Background: an optimization exercise with open tools, aiming at small area and a short achievable clock period. Do not read the settings as production practice. At most, simulation tests tie the RTL to the original design; equivalence was not proved. The flow treats the clock pin as an ideal source. Dropping or thinning the clock tree relies on that and would not hold on a real chip. Power is estimated from default activity; no workload was simulated.

==> 01-10: inputs <==
## fifo_nit
module fifo_nit(
    input  Clk,
    input  RD,
    input  WR,
    input  EN,
    input  [31:0] dataIn,
    output reg [31:0] dataOut,
    input  Rst,
    output EMPTY,
    output FULL
);
==> module fifo_nit, before the edit <==
module fifo_nit(
    input  Clk,
    input  RD,
    input  WR,
    input  EN,
    input  [31:0] dataIn,
    output reg [31:0] dataOut,
    input  Rst,
    output EMPTY,
    output FULL
);
reg [3:0] wp;           
reg [7:0] rp;           
reg       empty_q;
reg       full_q;
reg [31:0] mem [0:7];
assign EMPTY = empty_q;
assign FULL  = full_q;
wire rst_en = EN & Rst;
wire rd_acc = EN & ~Rst & RD & ~empty_q;
wire wr_acc = EN & ~Rst & WR & ~full_q & ~(RD & ~empty_q);
function [7:0] jdec;
    input [3:0] q;
    begin
        jdec[0] = ~q[3] & ~q[0];
        jdec[1] =  q[0] & ~q[1];
        jdec[2] =  q[1] & ~q[2];
        jdec[3] =  q[2] & ~q[3];
        jdec[4] =  q[3] &  q[0];
        jdec[5] = ~q[0] &  q[1];
        jdec[6] = ~q[1] &  q[2];
        jdec[7] = ~q[2] &  q[3];
    end
endfunction
wire [7:0] wsel   = jdec(wp);
wire [3:0] wp_inc = {wp[2:0], ~wp[3]};
wire [7:0] wsel_inc = {wsel[6:0], wsel[7]};
wire [7:0] rp_inc = {rp[6:0], rp[7]};
always @(posedge Clk) begin
    if (rst_en) begin
        wp      <= 4'd0;
        rp      <= 8'd1;
        empty_q <= 1'b1;
        full_q  <= 1'b0;
    end else if (rd_acc) begin
        rp      <= rp_inc;
        empty_q <= |(rp_inc & wsel);
        full_q  <= 1'b0;
    end else if (wr_acc) begin
        wp      <= wp_inc;
        empty_q <= 1'b0;
        full_q  <= |(wsel_inc & rp);
    end
end
genvar i;
generate
    for (i = 0; i < 8; i = i + 1) begin : g_mem
        always @(posedge Clk)
            if (!full_q && wsel[i])
                mem[i] <= dataIn;
    end
endgenerate
reg [31:0] rdata;
integer k;
always @(*) begin
    rdata = 32'd0;
    for (k = 0; k < 8; k = k + 1)
        rdata = rdata | ({32{rp[k]}} & mem[k]);
end
always @(posedge Clk)
    if (rd_acc)
        dataOut <= rdata;
endmodule
==> flow/config.mk <==
export PLATFORM = sky130hd
export DESIGN_NAME = fifo_nit
export DESIGN_NICKNAME = fifo_nit
export VERILOG_FILES = /design/flow/design.v
export SDC_FILE = /design/flow/constraint.sdc
export NUM_CORES = 4
export LEC_CHECK = 0
export CAP_MARGIN = 20
export CORE_MARGIN = 2
export CORE_UTILIZATION = 40
export PLACE_DENSITY = 0.6
export SLEW_MARGIN = 20
==> flow/constraint.sdc <==
create_clock -name core_clock -period 5.0 [get_ports {Clk}]
set_input_delay 1.0000 -clock core_clock [delete_from_list [all_inputs] [get_ports {Clk}]]
set_output_delay 1.0000 -clock core_clock [all_outputs]
set_load 0.01 [all_outputs]
run.sh (not shown) runs the stock make flow with config.mk's settings and CLKGATE_MAP_FILE= SYNTH_SCRIPT=/design/flow/synth_recipe.tcl, a recipe that flattens the netlist after the stock synthesis.
==> inputs of 04-19, as changes to 01-10 <==
--- a/flow/design.v
+++ b/flow/design.v
@@ -12,14 +12,16 @@
 );
 reg [3:0] wp;           
 reg [7:0] rp;           
-reg       empty_q;
+reg       empty_q;      
 reg       full_q;
+reg       ne_q;         
+reg       nf_q;
 reg [31:0] mem [0:7];
 assign EMPTY = empty_q;
 assign FULL  = full_q;
 wire rst_en = EN & Rst;
-wire rd_acc = EN & ~Rst & RD & ~empty_q;
-wire wr_acc = EN & ~Rst & WR & ~full_q & ~(RD & ~empty_q);
+wire rd_acc = EN & ~Rst & RD & ne_q;
+wire wr_acc = EN & ~Rst & WR & nf_q & ~(RD & ne_q);
 function [7:0] jdec;
     input [3:0] q;
     begin
@@ -43,21 +45,27 @@
         rp      <= 8'd1;
         empty_q <= 1'b1;
         full_q  <= 1'b0;
+        ne_q    <= 1'b0;
+        nf_q    <= 1'b1;
     end else if (rd_acc) begin
         rp      <= rp_inc;
         empty_q <= |(rp_inc & wsel);
         full_q  <= 1'b0;
+        ne_q    <= ~|(rp_inc & wsel);
+        nf_q    <= 1'b1;
     end else if (wr_acc) begin
         wp      <= wp_inc;
         empty_q <= 1'b0;
         full_q  <= |(wsel_inc & rp);
+        ne_q    <= 1'b1;
+        nf_q    <= ~|(wsel_inc & rp);
     end
 end
 genvar i;
 generate
     for (i = 0; i < 8; i = i + 1) begin : g_mem
         always @(posedge Clk)
-            if (!full_q && wsel[i])
+            if (nf_q && wsel[i])
                 mem[i] <= dataIn;
     end
 endgenerate
SETUP_SLACK_MARGIN = 3.2   (was not set)
==> impl_metrics.py <==
metrics = {
    "cells_and_area": {
        "drive_gt1_frac": 0.203,
        "design_area_um2": 13000,
    },
    "place": {
        "hpwl_um": 12900,
    },
    "sta": {
        "worstMarginPinSlew_ns": 0.762,
        "max_freq_ghz": 0.470,
    },
    "synthesis": {
        "ys_ff_latch": 304,
        "synth_compound_area_frac": 0.103,
    },
    "worst_setup_path": {
        "cp_data_arrival_time_ns": 1.13,
    },
    "global_route": {
        "grt_use_met3": 0.0331,
    },
    "status": {
        "status": "timing/DRC/antenna clean",
    },
}
[end of results for 04-19]
==> impl_metrics.py <==
metrics = {
    "cells_and_area": {
        "drive_gt1_frac": 0.112,
    },
    "sta": {
        "max_freq_ghz": 0.331,
    },
    "synthesis": {
        "ys_ff_latch": 302,
        "synth_compound_area_frac": 0.102,
    },
    "status": {
        "status": "timing/DRC/antenna clean",
    },
    "global_route": {
        "grt_use_met3": 0.0291,
    },
    "worst_setup_path": {
        "cp_data_arrival_time_ns": 2.02,
    },
}
[end of results for 01-10]
For 04-19, only the layout was checked, not whether the RTL still works.

* * *

==> inputs of v31 <==
fifo_nit, a different RTL version from the one above (not shown whole).
// fifo_nit
module fifo_nit( 
    input  Clk,        
    input  RD,         
    input  WR,         
    input  EN,         
    input  [31:0] dataIn,    
    output reg [31:0] dataOut,   
    input  Rst,        
    output EMPTY,      
    output FULL        
);
==> module fifo_nit, before the edit <==
module fifo_nit( 
    input  Clk,        
    input  RD,         
    input  WR,         
    input  EN,         
    input  [31:0] dataIn,    
    output reg [31:0] dataOut,   
    input  Rst,        
    output EMPTY,      
    output FULL        
);
reg [3:0] Count;                 
reg [31:0] FIFO [0:7];           
reg [2:0] readCounter;           
reg [2:0] writeCounter;          
assign EMPTY = (Count == 0) ? 1'b1 : 1'b0;
assign FULL = (Count == 8) ? 1'b1 : 1'b0;
always @ (posedge Clk) begin
    if (EN == 1'b0);   
    else begin
        if (Rst) begin
            readCounter <= 0;
            writeCounter <= 0;
            Count <= 0;
        end
        else begin
            if (RD == 1'b1 && Count != 0) begin
                dataOut <= FIFO[readCounter];
                readCounter <= readCounter + 1;
                Count <= Count - 1;
            end
            else if (WR == 1'b1 && Count < 8) begin
                FIFO[writeCounter] <= dataIn;
                writeCounter <= writeCounter + 1;
                Count <= Count + 1;
            end
        end
    end
    if (writeCounter == 8)
        writeCounter <= 0;
    else if (readCounter == 8)
        readCounter <= 0;
end
endmodule
export LEC_CHECK = 0
export CAP_MARGIN = 20
export CORE_MARGIN = 2
export CORE_UTILIZATION = 40
export PLACE_DENSITY = 0.6
export SLEW_MARGIN = 20
create_clock -name core_clock -period 5.0 [get_ports {Clk}]
==> v10: changes against v31 <==
==> flow/design.v (replaced) <==
`timescale 1ns / 1ps
module fifo_nit(
    input  Clk,
    input  RD,
    input  WR,
    input  EN,
    input  [31:0] dataIn,
    output reg [31:0] dataOut,
    input  Rst,
    output EMPTY,
    output FULL
);
reg [3:0] wp;           
reg [7:0] rp;           
reg       empty_q;      
reg       full_q;
reg       ne_q;         
reg       nf_q;
reg [31:0] mem [0:7];
assign EMPTY = empty_q;
assign FULL  = full_q;
wire rst_en = EN & Rst;
wire rd_acc = EN & ~Rst & RD & ne_q;
wire wr_acc = EN & ~Rst & WR & nf_q & ~(RD & ne_q);
function [7:0] jdec;
    input [3:0] q;
    begin
        jdec[0] = ~q[3] & ~q[0];
        jdec[1] =  q[0] & ~q[1];
        jdec[2] =  q[1] & ~q[2];
        jdec[3] =  q[2] & ~q[3];
        jdec[4] =  q[3] &  q[0];
        jdec[5] = ~q[0] &  q[1];
        jdec[6] = ~q[1] &  q[2];
        jdec[7] = ~q[2] &  q[3];
    end
endfunction
wire [7:0] wsel   = jdec(wp);
wire [3:0] wp_inc = {wp[2:0], ~wp[3]};
wire [7:0] wsel_inc = {wsel[6:0], wsel[7]};
wire [7:0] rp_inc = {rp[6:0], rp[7]};
always @(posedge Clk) begin
    if (rst_en) begin
        wp      <= 4'd0;
        rp      <= 8'd1;
        empty_q <= 1'b1;
        full_q  <= 1'b0;
        ne_q    <= 1'b0;
        nf_q    <= 1'b1;
    end else if (rd_acc) begin
        rp      <= rp_inc;
        empty_q <= |(rp_inc & wsel);
        full_q  <= 1'b0;
        ne_q    <= ~|(rp_inc & wsel);
        nf_q    <= 1'b1;
    end else if (wr_acc) begin
        wp      <= wp_inc;
        empty_q <= 1'b0;
        full_q  <= |(wsel_inc & rp);
        ne_q    <= 1'b1;
        nf_q    <= ~|(wsel_inc & rp);
    end
end
genvar i;
generate
    for (i = 0; i < 8; i = i + 1) begin : g_mem
        always @(posedge Clk)
            if (nf_q && wsel[i])
                mem[i] <= dataIn;
    end
endgenerate
reg [31:0] rdata;
integer k;
always @(*) begin
    rdata = {32{~rd_acc}} & dataOut;
    for (k = 0; k < 8; k = k + 1)
        rdata = rdata | ({32{rd_acc & rp[k]}} & mem[k]);
end
always @(posedge Clk)
    dataOut <= rdata;
endmodule
CTS_CLUSTER_DIAMETER = 80   (was unset)
CTS_CLUSTER_SIZE = 30   (was unset)
SETUP_SLACK_MARGIN = 3.2   (was unset)
==> summary.txt <==
- The fraction of power consumed by the clock network is approximately 24%.
- The effective utilization at floorplan is between 40 and 50%.
- The flow ran to the end and the layout has no timing, DRC or antenna violations.
- The power consumed by combinational cells is 0.000955 W.
- The leakage dissipation is 4.10 nW.
- The number of cells in the finished layout apart from fillers is 1019.
- The post-synthesis to final-layout area growth is 18.2%.
- The count of flip-flops and latches is a little over 300.
- For this block, wires on met1 add up to roughly 10 mm.
# the run above: v10

==> summary.txt <==
- The fraction of power consumed by the clock network is between 30 and 40%.
- The power consumed by combinational cells is between 0.0002 and 0.0003 W.
- The leakage dissipation is 4.20 nW.
- The detailed router put a total of about 9.0 mm of wire on met1.
- The initial utilization of the core area, before any placement, comes to between 40% and 50%.
- Compared with the post-synthesis result, the final layout area differs by 18.7%.
- At the end of routability-driven placement, the weighted congestion stood at 0.721.
- In the finished design the tool counted flip-flops and latches totalling around 300.
- The run finished with no timing, DRC or antenna violations.
# the run above: v31

For v10, only the layout was checked, not whether the RTL still works.

* * *

==> exp/delta <==
Another version of the RTL of fifo_nit (not shown whole).
==> module fifo_nit, before the edit <==
module fifo_nit(
    input  Clk,
    input  RD,
    input  WR,
    input  EN,
    input  [31:0] dataIn,
    output reg [31:0] dataOut,
    input  Rst,
    output EMPTY,
    output FULL
);
reg [3:0] wp;           
reg [3:0] rp;           
reg       empty_q;
reg       full_q;
reg [31:0] mem [0:7];
assign EMPTY = empty_q;
assign FULL  = full_q;
wire rst_en = EN & Rst;
wire rd_acc = EN & ~Rst & RD & ~empty_q;
wire wr_acc = EN & ~Rst & WR & ~full_q & ~(RD & ~empty_q);
wire [3:0] wp_inc = {wp[2:0], ~wp[3]};
wire [3:0] rp_inc = {rp[2:0], ~rp[3]};
function [7:0] jdec;
    input [3:0] q;
    begin
        jdec[0] = ~q[3] & ~q[0];
        jdec[1] =  q[0] & ~q[1];
        jdec[2] =  q[1] & ~q[2];
        jdec[3] =  q[2] & ~q[3];
        jdec[4] =  q[3] &  q[0];
        jdec[5] = ~q[0] &  q[1];
        jdec[6] = ~q[1] &  q[2];
        jdec[7] = ~q[2] &  q[3];
    end
endfunction
wire [7:0] wsel = jdec(wp);
wire [7:0] rsel = jdec(rp);
always @(posedge Clk) begin
    if (rst_en) begin
        wp      <= 4'd0;
        rp      <= 4'd0;
        empty_q <= 1'b1;
        full_q  <= 1'b0;
    end else if (rd_acc) begin
        rp      <= rp_inc;
        empty_q <= (rp_inc == wp);
        full_q  <= 1'b0;
    end else if (wr_acc) begin
        wp      <= wp_inc;
        empty_q <= 1'b0;
        full_q  <= (wp_inc == rp);
    end
end
genvar i;
generate
    for (i = 0; i < 8; i = i + 1) begin : g_mem
        always @(posedge Clk)
            if (!full_q && wsel[i])
                mem[i] <= dataIn;
    end
endgenerate
reg [31:0] rdata;
integer k;
always @(*) begin
    rdata = 32'd0;
    for (k = 0; k < 8; k = k + 1)
        rdata = rdata | ({32{rsel[k]}} & mem[k]);
end
always @(posedge Clk)
    if (rd_acc)
        dataOut <= rdata;
endmodule
==> flow/config.mk <==
export PLATFORM = sky130hd
export DESIGN_NAME = fifo_nit
export DESIGN_NICKNAME = fifo_nit
export VERILOG_FILES = /design/flow/design.v
export SDC_FILE = /design/flow/constraint.sdc
export NUM_CORES = 4
export LEC_CHECK = 0
export CAP_MARGIN = 20
export CORE_MARGIN = 2
export CORE_UTILIZATION = 40
export PLACE_DENSITY = 0.6
export SLEW_MARGIN = 20
==> flow/constraint.sdc <==
create_clock -name core_clock -period 5.0 [get_ports {Clk}]
set_input_delay 1.0000 -clock core_clock [delete_from_list [all_inputs] [get_ports {Clk}]]
set_output_delay 1.0000 -clock core_clock [all_outputs]
set_load 0.01 [all_outputs]
==> exp/tundra: changes against exp/delta <==
==> flow/design.v (replaced) <==
`timescale 1ns / 1ps
module fifo_nit(
    input  Clk,
    input  RD,
    input  WR,
    input  EN,
    input  [31:0] dataIn,
    output reg [31:0] dataOut,
    input  Rst,
    output EMPTY,
    output FULL
);
reg [3:0] wp;           
reg [7:0] rp;           
reg       empty_q;      
reg       full_q;
reg       ne_q;         
reg       nf_q;
reg [31:0] mem [0:7];
assign EMPTY = empty_q;
assign FULL  = full_q;
wire rst_en = EN & Rst;
wire rd_acc = EN & ~Rst & RD & ne_q;
wire wr_acc = EN & ~Rst & WR & nf_q & ~(RD & ne_q);
function [7:0] jdec;
    input [3:0] q;
    begin
        jdec[0] = ~q[3] & ~q[0];
        jdec[1] =  q[0] & ~q[1];
        jdec[2] =  q[1] & ~q[2];
        jdec[3] =  q[2] & ~q[3];
        jdec[4] =  q[3] &  q[0];
        jdec[5] = ~q[0] &  q[1];
        jdec[6] = ~q[1] &  q[2];
        jdec[7] = ~q[2] &  q[3];
    end
endfunction
wire [7:0] wsel   = jdec(wp);
wire [3:0] wp_inc = {wp[2:0], ~wp[3]};
wire [7:0] wsel_inc = {wsel[6:0], wsel[7]};
wire [7:0] rp_inc = {rp[6:0], rp[7]};
always @(posedge Clk) begin
    if (rst_en) begin
        wp      <= 4'd0;
        rp      <= 8'd1;
        empty_q <= 1'b1;
        full_q  <= 1'b0;
        ne_q    <= 1'b0;
        nf_q    <= 1'b1;
    end else if (rd_acc) begin
        rp      <= rp_inc;
        empty_q <= |(rp_inc & wsel);
        full_q  <= 1'b0;
        ne_q    <= ~|(rp_inc & wsel);
        nf_q    <= 1'b1;
    end else if (wr_acc) begin
        wp      <= wp_inc;
        empty_q <= 1'b0;
        full_q  <= |(wsel_inc & rp);
        ne_q    <= 1'b1;
        nf_q    <= ~|(wsel_inc & rp);
    end
end
genvar i;
generate
    for (i = 0; i < 8; i = i + 1) begin : g_mem
        always @(posedge Clk)
            if (nf_q && wsel[i])
                mem[i] <= dataIn;
    end
endgenerate
reg [31:0] rdata;
integer k;
always @(*) begin
    rdata = 32'd0;
    for (k = 0; k < 8; k = k + 1)
        rdata = rdata | ({32{rp[k]}} & mem[k]);
end
always @(posedge Clk)
    if (rd_acc)
        dataOut <= rdata;
endmodule
--- a/flow/config.mk
+++ b/flow/config.mk
@@ -9,4 +9,7 @@
 export CORE_MARGIN = 2
 export CORE_UTILIZATION = 40
+export CTS_CLUSTER_DIAMETER = 80
+export CTS_CLUSTER_SIZE = 30
 export PLACE_DENSITY = 0.6
+export SETUP_SLACK_MARGIN = 3.2
 export SLEW_MARGIN = 20
==> exp/umber: changes against exp/delta <==
==> flow/design.v (replaced) <==
`timescale 1ns / 1ps
module fifo_nit(
    input  Clk,
    input  RD,
    input  WR,
    input  EN,
    input  [31:0] dataIn,
    output reg [31:0] dataOut,
    input  Rst,
    output EMPTY,
    output FULL
);
reg [3:0] wp;           
reg [7:0] rp;           
reg       empty_q;      
reg       full_q;
reg       ne_q;         
reg       nf_q;
reg [31:0] mem [0:7];
assign EMPTY = empty_q;
assign FULL  = full_q;
wire rst_en = EN & Rst;
wire rd_acc = EN & ~Rst & RD & ne_q;
wire wr_acc = EN & ~Rst & WR & nf_q & ~(RD & ne_q);
function [7:0] jdec;
    input [3:0] q;
    begin
        jdec[0] = ~q[3] & ~q[0];
        jdec[1] =  q[0] & ~q[1];
        jdec[2] =  q[1] & ~q[2];
        jdec[3] =  q[2] & ~q[3];
        jdec[4] =  q[3] &  q[0];
        jdec[5] = ~q[0] &  q[1];
        jdec[6] = ~q[1] &  q[2];
        jdec[7] = ~q[2] &  q[3];
    end
endfunction
wire [7:0] wsel   = jdec(wp);
wire [3:0] wp_inc = {wp[2:0], ~wp[3]};
wire [7:0] wsel_inc = {wsel[6:0], wsel[7]};
wire [7:0] rp_inc = {rp[6:0], rp[7]};
always @(posedge Clk) begin
    if (rst_en) begin
        wp      <= 4'd0;
        rp      <= 8'd1;
        empty_q <= 1'b1;
        full_q  <= 1'b0;
        ne_q    <= 1'b0;
        nf_q    <= 1'b1;
    end else if (rd_acc) begin
        rp      <= rp_inc;
        empty_q <= |(rp_inc & wsel);
        full_q  <= 1'b0;
        ne_q    <= ~|(rp_inc & wsel);
        nf_q    <= 1'b1;
    end else if (wr_acc) begin
        wp      <= wp_inc;
        empty_q <= 1'b0;
        full_q  <= |(wsel_inc & rp);
        ne_q    <= 1'b1;
        nf_q    <= ~|(wsel_inc & rp);
    end
end
genvar i;
generate
    for (i = 0; i < 8; i = i + 1) begin : g_mem
        always @(posedge Clk)
            if (nf_q && wsel[i])
                mem[i] <= dataIn;
    end
endgenerate
reg [31:0] rdata;
integer k;
always @(*) begin
    rdata = {32{~rd_acc}} & dataOut;
    for (k = 0; k < 8; k = k + 1)
        rdata = rdata | ({32{rd_acc & rp[k]}} & mem[k]);
end
always @(posedge Clk)
    dataOut <= rdata;
endmodule
==> flow/flow/run.sh (new file) <==
#!/bin/bash
# Own layout flow: the standard ORFS flow with three changes:
#  - port buffers use buf_2 instead of the slow delay cell buffer_ports picks;
#  - CTS without dummy loads, larger sink clusters;
#  - after CTS, the middle level of the clock H-tree is collapsed so the root
#    buffer drives the leaf buffers directly (every register keeps the same
#    number of buffers between the clock port and its clock pin).
set -euo pipefail
here=$(pwd)
bash standard.sh \
  "BUFFER_PORTS_ARGS=-buffer_cell sky130_fd_sc_hd__buf_2" \
  "CTS_ARGS=-sink_clustering_enable -repair_clock_nets -dont_use_dummy_load -sink_clustering_size ${CTS_SIZE:-30} -sink_clustering_max_diameter ${CTS_DIAM:-80}" \
  "POST_CTS_TCL=$here/flow/post_cts.tcl" \
  finish > "$here/flow_make.log" 2>&1
==> flow/flow/post_cts.tcl (new file) <==
# Collapse intermediate clock buffers: the buffer driven by the clock port
# (the root) then drives the leaf buffers directly.
set clk_port_net [get_nets -of_objects [get_ports Clk]]
set root_pins [get_pins -of_objects $clk_port_net -filter "direction == input"]
if {[llength $root_pins] != 1} {
  puts "post_cts: clock port drives [llength $root_pins] pins, leaving the tree as it is"
  return
}
set root_inst [get_cells -of_objects $root_pins]
set root_out [get_pins -of_objects $root_inst -filter "direction == output"]
set root_net [get_nets -of_objects $root_out]
puts "post_cts: root [get_full_name $root_inst] net [get_full_name $root_net]"

proc is_buffer_inst {inst} {
  set m [get_property $inst ref_name]
  return [regexp {clkbuf|buf_} $m]
}

set changed 1
while {$changed} {
  set changed 0
  foreach pin [get_pins -of_objects $root_net -filter "direction == input"] {
    set inst [get_cells -of_objects $pin]
    if {![is_buffer_inst $inst]} { continue }
    set out [get_pins -of_objects $inst -filter "direction == output"]
    set onet [get_nets -of_objects $out]
    set loads [get_pins -of_objects $onet -filter "direction == input"]
    set all_buf 1
    foreach l $loads {
      if {![is_buffer_inst [get_cells -of_objects $l]]} { set all_buf 0 }
    }
    if {!$all_buf || [llength $loads] == 0} { continue }
    puts "post_cts: collapsing [get_full_name $inst] ([get_property $inst ref_name]) with [llength $loads] buffer loads"
    foreach l $loads {
      set lname [get_full_name $l]
      disconnect_pin $onet $l
      connect_pin $root_net [get_pins $lname]
    }
    set iname [get_full_name $inst]
    disconnect_pin $root_net $pin
    delete_instance [get_cells $iname]
    delete_net $onet
    set changed 1
    break
  }
}
estimate_parasitics -placement
report_clock_skew
report_checks -path_delay max -format end -group_path_count 3
==> flow/standard.sh (new file) <==
#!/bin/bash
# synth_recipe.tcl (not shown) runs the flow's synth.tcl, then flattens the netlist and writes it again
# the make line also repeats each setting of config.mk as NAME=value (left out here)
make -C /OpenROAD-flow-scripts/flow DESIGN_CONFIG=/design/flow/config.mk WORK_HOME=/design/flow/orfs CLKGATE_MAP_FILE= SYNTH_SCRIPT=/design/flow/synth_recipe.tcl "${@:-finish}"
--- a/flow/config.mk
+++ b/flow/config.mk
@@ -10,3 +10,4 @@
 export CORE_UTILIZATION = 40
 export PLACE_DENSITY = 0.6
+export SETUP_SLACK_MARGIN = 3.2
 export SLEW_MARGIN = 20
removed: flow/run.sh
==> exp/sierra: changes against exp/delta <==
==> flow/design.v (replaced) <==
`timescale 1ns / 1ps
module fifo_nit(
    input  Clk,
    input  RD,
    input  WR,
    input  EN,
    input  [31:0] dataIn,
    output reg [31:0] dataOut,
    input  Rst,
    output EMPTY,
    output FULL
);
reg [3:0] wp;           
reg [7:0] rp;           
reg       empty_q;      
reg       full_q;
reg       ne_q;         
reg       nf_q;
reg [31:0] mem [0:7];
assign EMPTY = empty_q;
assign FULL  = full_q;
wire rst_en = EN & Rst;
wire rd_acc = EN & ~Rst & RD & ne_q;
wire wr_acc = EN & ~Rst & WR & nf_q & ~(RD & ne_q);
function [7:0] jdec;
    input [3:0] q;
    begin
        jdec[0] = ~q[3] & ~q[0];
        jdec[1] =  q[0] & ~q[1];
        jdec[2] =  q[1] & ~q[2];
        jdec[3] =  q[2] & ~q[3];
        jdec[4] =  q[3] &  q[0];
        jdec[5] = ~q[0] &  q[1];
        jdec[6] = ~q[1] &  q[2];
        jdec[7] = ~q[2] &  q[3];
    end
endfunction
wire [7:0] wsel   = jdec(wp);
wire [3:0] wp_inc = {wp[2:0], ~wp[3]};
wire [7:0] wsel_inc = {wsel[6:0], wsel[7]};
wire [7:0] rp_inc = {rp[6:0], rp[7]};
always @(posedge Clk) begin
    if (rst_en) begin
        wp      <= 4'd0;
        rp      <= 8'd1;
        empty_q <= 1'b1;
        full_q  <= 1'b0;
        ne_q    <= 1'b0;
        nf_q    <= 1'b1;
    end else if (rd_acc) begin
        rp      <= rp_inc;
        empty_q <= |(rp_inc & wsel);
        full_q  <= 1'b0;
        ne_q    <= ~|(rp_inc & wsel);
        nf_q    <= 1'b1;
    end else if (wr_acc) begin
        wp      <= wp_inc;
        empty_q <= 1'b0;
        full_q  <= |(wsel_inc & rp);
        ne_q    <= 1'b1;
        nf_q    <= ~|(wsel_inc & rp);
    end
end
genvar i;
generate
    for (i = 0; i < 8; i = i + 1) begin : g_mem
        always @(posedge Clk)
            if (nf_q && wsel[i])
                mem[i] <= dataIn;
    end
endgenerate
reg [31:0] rdata;
integer k;
always @(*) begin
    rdata = {32{~rd_acc}} & dataOut;
    for (k = 0; k < 8; k = k + 1)
        rdata = rdata | ({32{rd_acc & rp[k]}} & mem[k]);
end
always @(posedge Clk)
    dataOut <= rdata;
endmodule
==> flow/flow/run.sh (new file) <==
#!/bin/bash
# Own layout flow: the standard ORFS flow with three changes:
#  - port buffers use buf_2 instead of the slow delay cell buffer_ports picks;
#  - CTS without dummy loads, larger sink clusters;
#  - after CTS, the middle level of the clock H-tree is collapsed so the root
#    buffer drives the leaf buffers directly (every register keeps the same
#    number of buffers between the clock port and its clock pin).
set -euo pipefail
here=$(pwd)
bash standard.sh \
  "BUFFER_PORTS_ARGS=-buffer_cell sky130_fd_sc_hd__buf_2" \
  "CTS_ARGS=-sink_clustering_enable -repair_clock_nets -dont_use_dummy_load -sink_clustering_size ${CTS_SIZE:-30} -sink_clustering_max_diameter ${CTS_DIAM:-80}" \
  "POST_CTS_TCL=$here/flow/post_cts.tcl" \
  finish > "$here/flow_make.log" 2>&1
==> flow/flow/post_cts.tcl (new file) <==
# Collapse intermediate clock buffers: the buffer driven by the clock port
# (the root) then drives the leaf buffers directly.
set clk_port_net [get_nets Clk]
set root_pins [get_pins -of_objects $clk_port_net -filter "direction == input"]
if {[llength $root_pins] != 1} {
  puts "post_cts: clock port drives [llength $root_pins] pins, leaving the tree as it is"
  return
}
set root_inst [get_cells -of_objects $root_pins]
set root_out [get_pins -of_objects $root_inst -filter "direction == output"]
set root_net [get_nets -of_objects $root_out]
puts "post_cts: root [get_full_name $root_inst] net [get_full_name $root_net]"

proc is_buffer_inst {inst} {
  set m [get_property $inst ref_name]
  return [regexp {clkbuf|buf_} $m]
}

set changed 1
while {$changed} {
  set changed 0
  foreach pin [get_pins -of_objects $root_net -filter "direction == input"] {
    set inst [get_cells -of_objects $pin]
    if {![is_buffer_inst $inst]} { continue }
    set out [get_pins -of_objects $inst -filter "direction == output"]
    set onet [get_nets -of_objects $out]
    set loads [get_pins -of_objects $onet -filter "direction == input"]
    set all_buf 1
    foreach l $loads {
      if {![is_buffer_inst [get_cells -of_objects $l]]} { set all_buf 0 }
    }
    if {!$all_buf || [llength $loads] == 0} { continue }
    puts "post_cts: collapsing [get_full_name $inst] ([get_property $inst ref_name]) with [llength $loads] buffer loads"
    foreach l $loads {
      set lname [get_full_name $l]
      disconnect_pin $onet $l
      connect_pin $root_net [get_pins $lname]
    }
    set iname [get_full_name $inst]
    disconnect_pin $root_net $pin
    delete_instance [get_cells $iname]
    delete_net $onet
    set changed 1
    break
  }
}
estimate_parasitics -placement
report_clock_skew
report_checks -path_delay max -format end -group_path_count 3
==> flow/standard.sh (new file) <==
#!/bin/bash
# synth_recipe.tcl (not shown) runs the flow's synth.tcl, then flattens the netlist and writes it again
# the make line also repeats each setting of config.mk as NAME=value (left out here)
make -C /OpenROAD-flow-scripts/flow DESIGN_CONFIG=/design/flow/config.mk WORK_HOME=/design/flow/orfs CLKGATE_MAP_FILE= SYNTH_SCRIPT=/design/flow/synth_recipe.tcl "${@:-finish}"
--- a/flow/config.mk
+++ b/flow/config.mk
@@ -10,3 +10,4 @@
 export CORE_UTILIZATION = 40
 export PLACE_DENSITY = 0.6
+export SETUP_SLACK_MARGIN = 3.2
 export SLEW_MARGIN = 20
removed: flow/run.sh
==> summary of the runs <==
exp/umber did not get past clock tree synthesis (STA-0100). exp/sierra produced a clean layout. exp/tundra produced a clean layout. exp/delta completed without violations.
Between exp/sierra and exp/tundra, the lower final area is in exp/sierra (gap 1.5%, measured against exp/tundra).
The highest first-iteration DRC count belongs to exp/tundra, the lowest to exp/sierra.
The highest sequential share of layout area belongs to exp/tundra, the lowest to exp/delta.
Against exp/tundra, the register-to-register slack of exp/sierra is worse by 0.18 ns.
In flip-flop and latch count, exp/tundra and exp/sierra do not differ.
Via count, highest first: exp/delta, exp/sierra, exp/tundra.
The RTL of exp/tundra, exp/umber and exp/sierra was laid out without a check of its function.

[port drivers added, routing unchanged]
How much do the figures lean on ideal ports? The routed layouts below were timed once more, with nothing changed but the port constraints. Step 1 (the two cells are an assumption about what drives the block):
set clk [get_ports {Clk}]
set_driving_cell -lib_cell sky130_fd_sc_hd__clkbuf_16 $clk
set_driving_cell -lib_cell sky130_fd_sc_hd__buf_2 [delete_from_list [all_inputs] $clk]
Step 2 also shifts input and output timing later by t, the mid clock arrival at the registers, as if the neighbouring blocks saw the same clock. a / b / c = ideal ports / drivers / drivers and shift; a / b = the first two.
run	shift t [ns]	setup WS [ns]	worst setup path after step 2	latest minus earliest clock arrival (ns)	worst data-port slew with drivers (ns)
01-10	0.578	1.978 / 1.934 / 2.000	input to register	0.021 / 0.020	0.10
04-19	0.595	2.874 / 2.827 / 2.648	input to register	0.015 / 0.015	0.07
v31	0.585	1.760 / 1.712 / 1.593	input to register	0.011 / 0.012	0.06
v10	0.534	3.008 / 2.960 / 2.721	input to register	0.018 / 0.019	0.07
exp/delta	0.542	2.282 / 2.236 / 1.997	input to register	0.008 / 0.009	0.09
exp/tundra	0.532	2.922 / 2.875 / 2.747	input to register	0.016 / 0.017	0.08
exp/sierra	0.462	3.062 / 3.014 / 2.774	input to register	0.051 / 0.052	0.06
After both steps every run listed still meets setup and hold. For exp/sierra, which loses most, drivers alone change the setup slack by -0.048 ns; drivers and shift together by -0.288 ns.
